This is an optimization exercise on Yosys and OpenROAD, whose aim is small area, not a production implementation. At most, simulation tests tie the RTL to the original design; equivalence was not proved. Power is estimated from default activity; no workload was simulated.

## lane 1
==> flow/design.v (excerpt) <==
module alog_top (rstn, clk, buffer_2, buffer_3, reff, head_flag, dout, weight_2_in_0);
clock: 12.0 ns
lec_check: 0
cap_margin: 20
core_margin: 2
core_utilization: 60
cts_cluster_diameter: 80
cts_cluster_size: 30
gpl_timing_driven: 0
place_density: 0.7
slew_margin: 20
run.sh (not shown) runs the stock make flow with config.mk's settings and CLKGATE_MAP_FILE= SYNTH_SCRIPT=/design/flow/synth_recipe.tcl, a recipe that flattens the netlist after the stock synthesis.
Lane 1: flow completed, timing, DRC and antenna clean
Setup changes, lane 1 to lane 2
- a deleted GPL_TIMING_DRIVEN that had been 0
- Lane 2 finished end to end and its layout was clean on timing, DRC and antenna.
- Summary of lane 2 over lane 1: number of filler instances in the final layout has increased, multi-input gate share of the layout cell area has remained practically unchanged.
- Setup slack ends up lower on lane 1.
- Sort lane 1 and lane 2 by count of clock buffers in the final design, descending, and lane 2 comes first.
- For overall power of the completed layout, lane 2 and lane 1 come out practically identical.

---

run 1:
alog_top, a different RTL version from the one above (not shown whole).
Size: about 8900 cells after synthesis, about 4100 flip-flops, roughly 91 I/O pins, ~0.12 sq mm of cells after synthesis.
export LEC_CHECK = 0
export CAP_MARGIN = 20
export CORE_MARGIN = 2
export CORE_UTILIZATION = 65
export CTS_CLUSTER_DIAMETER = 80
export CTS_CLUSTER_SIZE = 24
export PLACE_DENSITY = 0.75
export SLEW_MARGIN = 20
create_clock -name core_clock -period 12.0 [get_ports {clk}]
Edits applied to the flow inputs when going from run 1 to run 2:
--- a/flow/config.mk
+++ b/flow/config.mk
@@ -9,6 +9,6 @@
 export CORE_MARGIN = 2
-export CORE_UTILIZATION = 65
-export CTS_CLUSTER_DIAMETER = 80
-export CTS_CLUSTER_SIZE = 24
-export PLACE_DENSITY = 0.75
+export CORE_UTILIZATION = 60
+export CTS_CLUSTER_DIAMETER = 110
+export CTS_CLUSTER_SIZE = 26
+export PLACE_DENSITY = 0.7
 export SLEW_MARGIN = 20
### Flow results
Re half-perimeter wire length after placement: run 2 and run 1 aren't equal, and the higher value belongs to run 1. The number of CTS-inserted buffers in run 2 sits about 10% below the value recorded for run 1. Run 2 vs. run 1: post-synthesis area per instance level; global routing usage on met3 moved down. Taking run 1 as the reference, in run 2 global-route usage now smaller; synthesis-to-layout area growth lower.
Modified inputs, run 3 compared to run 2
--- a/flow/config.mk
+++ b/flow/config.mk
@@ -10,4 +10,4 @@
 export CORE_UTILIZATION = 60
-export CTS_CLUSTER_DIAMETER = 110
-export CTS_CLUSTER_SIZE = 26
+export CTS_CLUSTER_DIAMETER = 65
+export CTS_CLUSTER_SIZE = 27
 export PLACE_DENSITY = 0.7
Findings:
- Run 3 and run 2 ended up with nearly the same cell count.
- adaptive_filter_3.sq[30] as the timing endpoint of the critical path was reported by run 3, and adaptive_filter_2.sq[30] by run 2.
- Stage delay of the slowest cell on the critical path, run 3 and run 2: larger value in run 2
- [compare] base=run 2 new=run 3: simple-gate share of the synthesized area did not really move; final critical path time including I/O delays and setup went down.
### run 3 -> run 4
--- a/flow/config.mk
+++ b/flow/config.mk
@@ -10,4 +10,4 @@
 export CORE_UTILIZATION = 60
-export CTS_CLUSTER_DIAMETER = 65
-export CTS_CLUSTER_SIZE = 27
+export CTS_CLUSTER_DIAMETER = 90
+export CTS_CLUSTER_SIZE = 25
 export PLACE_DENSITY = 0.7
Findings:
- Taking run 3 as the reference point, the number of antenna violations at the first check in global routing of run 4 rises by about 13%.
- Of run 3 and run 4, the run reporting the lower worst setup slack was run 4.
- Run 4 vs run 3, routing usage on met2 went up by 0.37 points.

---

Another version of the RTL of alog_top (not shown whole).
For scale: about 9,000 cells after synthesis, about 91 I/O pins.
Design alog_top, start of the top module:
module alog_top (rstn, clk, buffer_2, buffer_3, reff, head_flag, dout, weight_2_in_0);
==> flow/config.mk <==
export PLATFORM = sky130hd
export DESIGN_NAME = alog_top
export DESIGN_NICKNAME = alog_top
export VERILOG_FILES = /design/flow/design.v
export SDC_FILE = /design/flow/constraint.sdc
export NUM_CORES = 4
export LEC_CHECK = 0
export CAP_MARGIN = 5
export CORE_MARGIN = 2
export CORE_UTILIZATION = 60
export CTS_CLUSTER_DIAMETER = 50
export CTS_CLUSTER_SIZE = 26
export GPL_TIMING_DRIVEN = 0
export PLACE_DENSITY = 0.7
export SLEW_MARGIN = 5
==> flow/constraint.sdc <==
create_clock -name core_clock -period 12.0 [get_ports {clk}]
set_input_delay 2.4000 -clock core_clock [delete_from_list [all_inputs] [get_ports {clk}]]
set_output_delay 2.4000 -clock core_clock [all_outputs]
set_load 0.01 [all_outputs]
The first run finished with timing, DRC and antenna clean.
Change:
--- a/flow/config.mk
+++ b/flow/config.mk
@@ -8 +8 @@
-export CAP_MARGIN = 5
+export CAP_MARGIN = 20
@@ -11,3 +11,2 @@
-export CTS_CLUSTER_DIAMETER = 50
-export CTS_CLUSTER_SIZE = 26
-export GPL_TIMING_DRIVEN = 0
+export CTS_CLUSTER_DIAMETER = 60
+export CTS_CLUSTER_SIZE = 24
@@ -15 +14 @@
-export SLEW_MARGIN = 5
+export SLEW_MARGIN = 20
=> The new run passed the timing, DRC and antenna checks. Worst hold slack gains 0.042 ns. Setup slack gains 0.90 ns. Via count decreases by a few percent.
Change:
--- a/flow/config.mk
+++ b/flow/config.mk
@@ -11,2 +11,2 @@
-export CTS_CLUSTER_DIAMETER = 60
-export CTS_CLUSTER_SIZE = 24
+export CTS_CLUSTER_DIAMETER = 45
+export CTS_CLUSTER_SIZE = 28
Outcome: Setup slack gets worse by 0.039 ns; critical path depth goes down by 2; area after synthesis does not change; clock skew rose by 0.026 ns; non-clock buffer count is unchanged; global-route usage went up by 1.2 points; wire length increases by a few percent.

---

## north
Another version of the RTL of alog_top (not shown whole).
Size: roughly 11000 cells after synthesis, ~4100 flip-flops, about 140000 um2 of cells after synthesis.
make LEC_CHECK=0 CAP_MARGIN=20 CORE_MARGIN=2 CORE_UTILIZATION=45 CTS_BUF_LIST='sky130_fd_sc_hd__clkbuf_4 sky130_fd_sc_hd__clkbuf_8' PLACE_DENSITY=0.55 SLEW_MARGIN=20 finish   # period 12.0 ns
Relative to north, the following input files were edited for south:
- swapping 0.55 for 0.7 in PLACE_DENSITY
- clearing CTS_BUF_LIST, which used to be sky130_fd_sc_hd__clkbuf_4 sky130_fd_sc_hd__clkbuf_8
- swapping 45 for 60 in CORE_UTILIZATION
## What came out
- [south] fraction of standard cell area that is sequential rose 1.5 points relative to north
- south vs. north: area growth from synthesis to final layout went down by 3.4 points.
- Against north, south comes in 0.91 points lower on final-layout non-clock buffer area share.
- north → south: die area fell 76000 um2, via count moved down, end-of-flow core utilization shows an increase of 16 points, critical path depth in cells now sits lower, design area went down.
> inputs changed (south -> east)
- CORE_UTILIZATION: 60 -> 45
- PLACE_DENSITY: 0.7 -> 0.55
Notes after the runs:
east finished every stage and its layout cleared the timing, DRC and antenna checks.
The minimum setup slack after placement of east falls short of that of south by 0.21 ns.
Worst setup path endpoint = adaptive_filter_2.sq[31]: east; worst setup path endpoint = adaptive_filter_3.sq[31]: south
Width of the die grows by more than 10% when moving from south to east.
east vs south, instance count: east higher
[east] routed wire length fell 4.8 mm relative to south
Between east and south, met3 layer usage reported by global route is lower for east, south comes in above that.
Fraction of the core area covered by cells at the end of the flow delta for east relative to south: 16 points lower
Measured against each other, east and south differ in setup fix buffers added after clock tree synthesis, the higher figure coming from east.
In east, the total power came out 0.79 mW above the value in south.
Register share of total power: higher on south
Function was not checked in any run of this note: the RTL went through the layout flow alone.

==> re-timing with driven ports <==
No port has a modelled driver above. Below, the same layouts with a new extraction and two added sets of constraints. Step 1 (the two cells are an assumption about what drives the block):
set clk [get_ports {clk}]
set_driving_cell -lib_cell sky130_fd_sc_hd__clkbuf_16 $clk
set_driving_cell -lib_cell sky130_fd_sc_hd__buf_2 [delete_from_list [all_inputs] $clk]
Step 2 moves the port delays by t, midway between the first and last clock arrival at a register: inputs arrive t later, outputs are due t later. That takes back most of the time a late clock gives input paths. a / b / c = ideal / step 1 / step 2; a / b = the first two.
| run | t (ns) | setup slack, ns | worst setup path after step 2 | worst data-port slew with drivers (ns) | cell pins on the clock port's net |
|---|---|---|---|---|---|
| lane 1 | 0.952 | 0.253 / 0.253 / 0.253 | register to register | 0.09 | 1 |
| lane 2 | 0.958 | 0.758 / 0.758 / 0.758 | register to register | 0.12 | 1 |
| run 1 | 0.974 | 1.533 / 1.533 / 1.533 | register to register | 0.07 | 1 |
| run 2 | 0.931 | 1.379 / 1.379 / 1.379 | register to register | 0.08 | 1 |
| run 3 | 0.945 | 1.526 / 1.526 / 1.526 | register to register | 0.08 | 1 |
| run 4 | 0.947 | 1.482 / 1.482 / 1.482 | register to register | 0.07 | 1 |
| the first run of note 3 | 0.970 | 0.358 / 0.358 / 0.358 | register to register | 0.05 | 1 |
| the second run of note 3 | 0.960 | 1.262 / 1.262 / 1.262 | register to register | 0.12 | 1 |
| the third run of note 3 | 1.012 | 1.222 / 1.222 / 1.222 | register to register | 0.14 | 1 |
| north | 1.230 | 0.480 / 0.480 / 0.480 | register to register | 0.17 | 1 |
| south | 1.035 | 0.404 / 0.404 / 0.404 | register to register | 0.11 | 1 |
| east | 1.013 | 0.498 / 0.498 / 0.498 | register to register | 0.17 | 1 |
After both steps setup and hold are still met in every run listed.
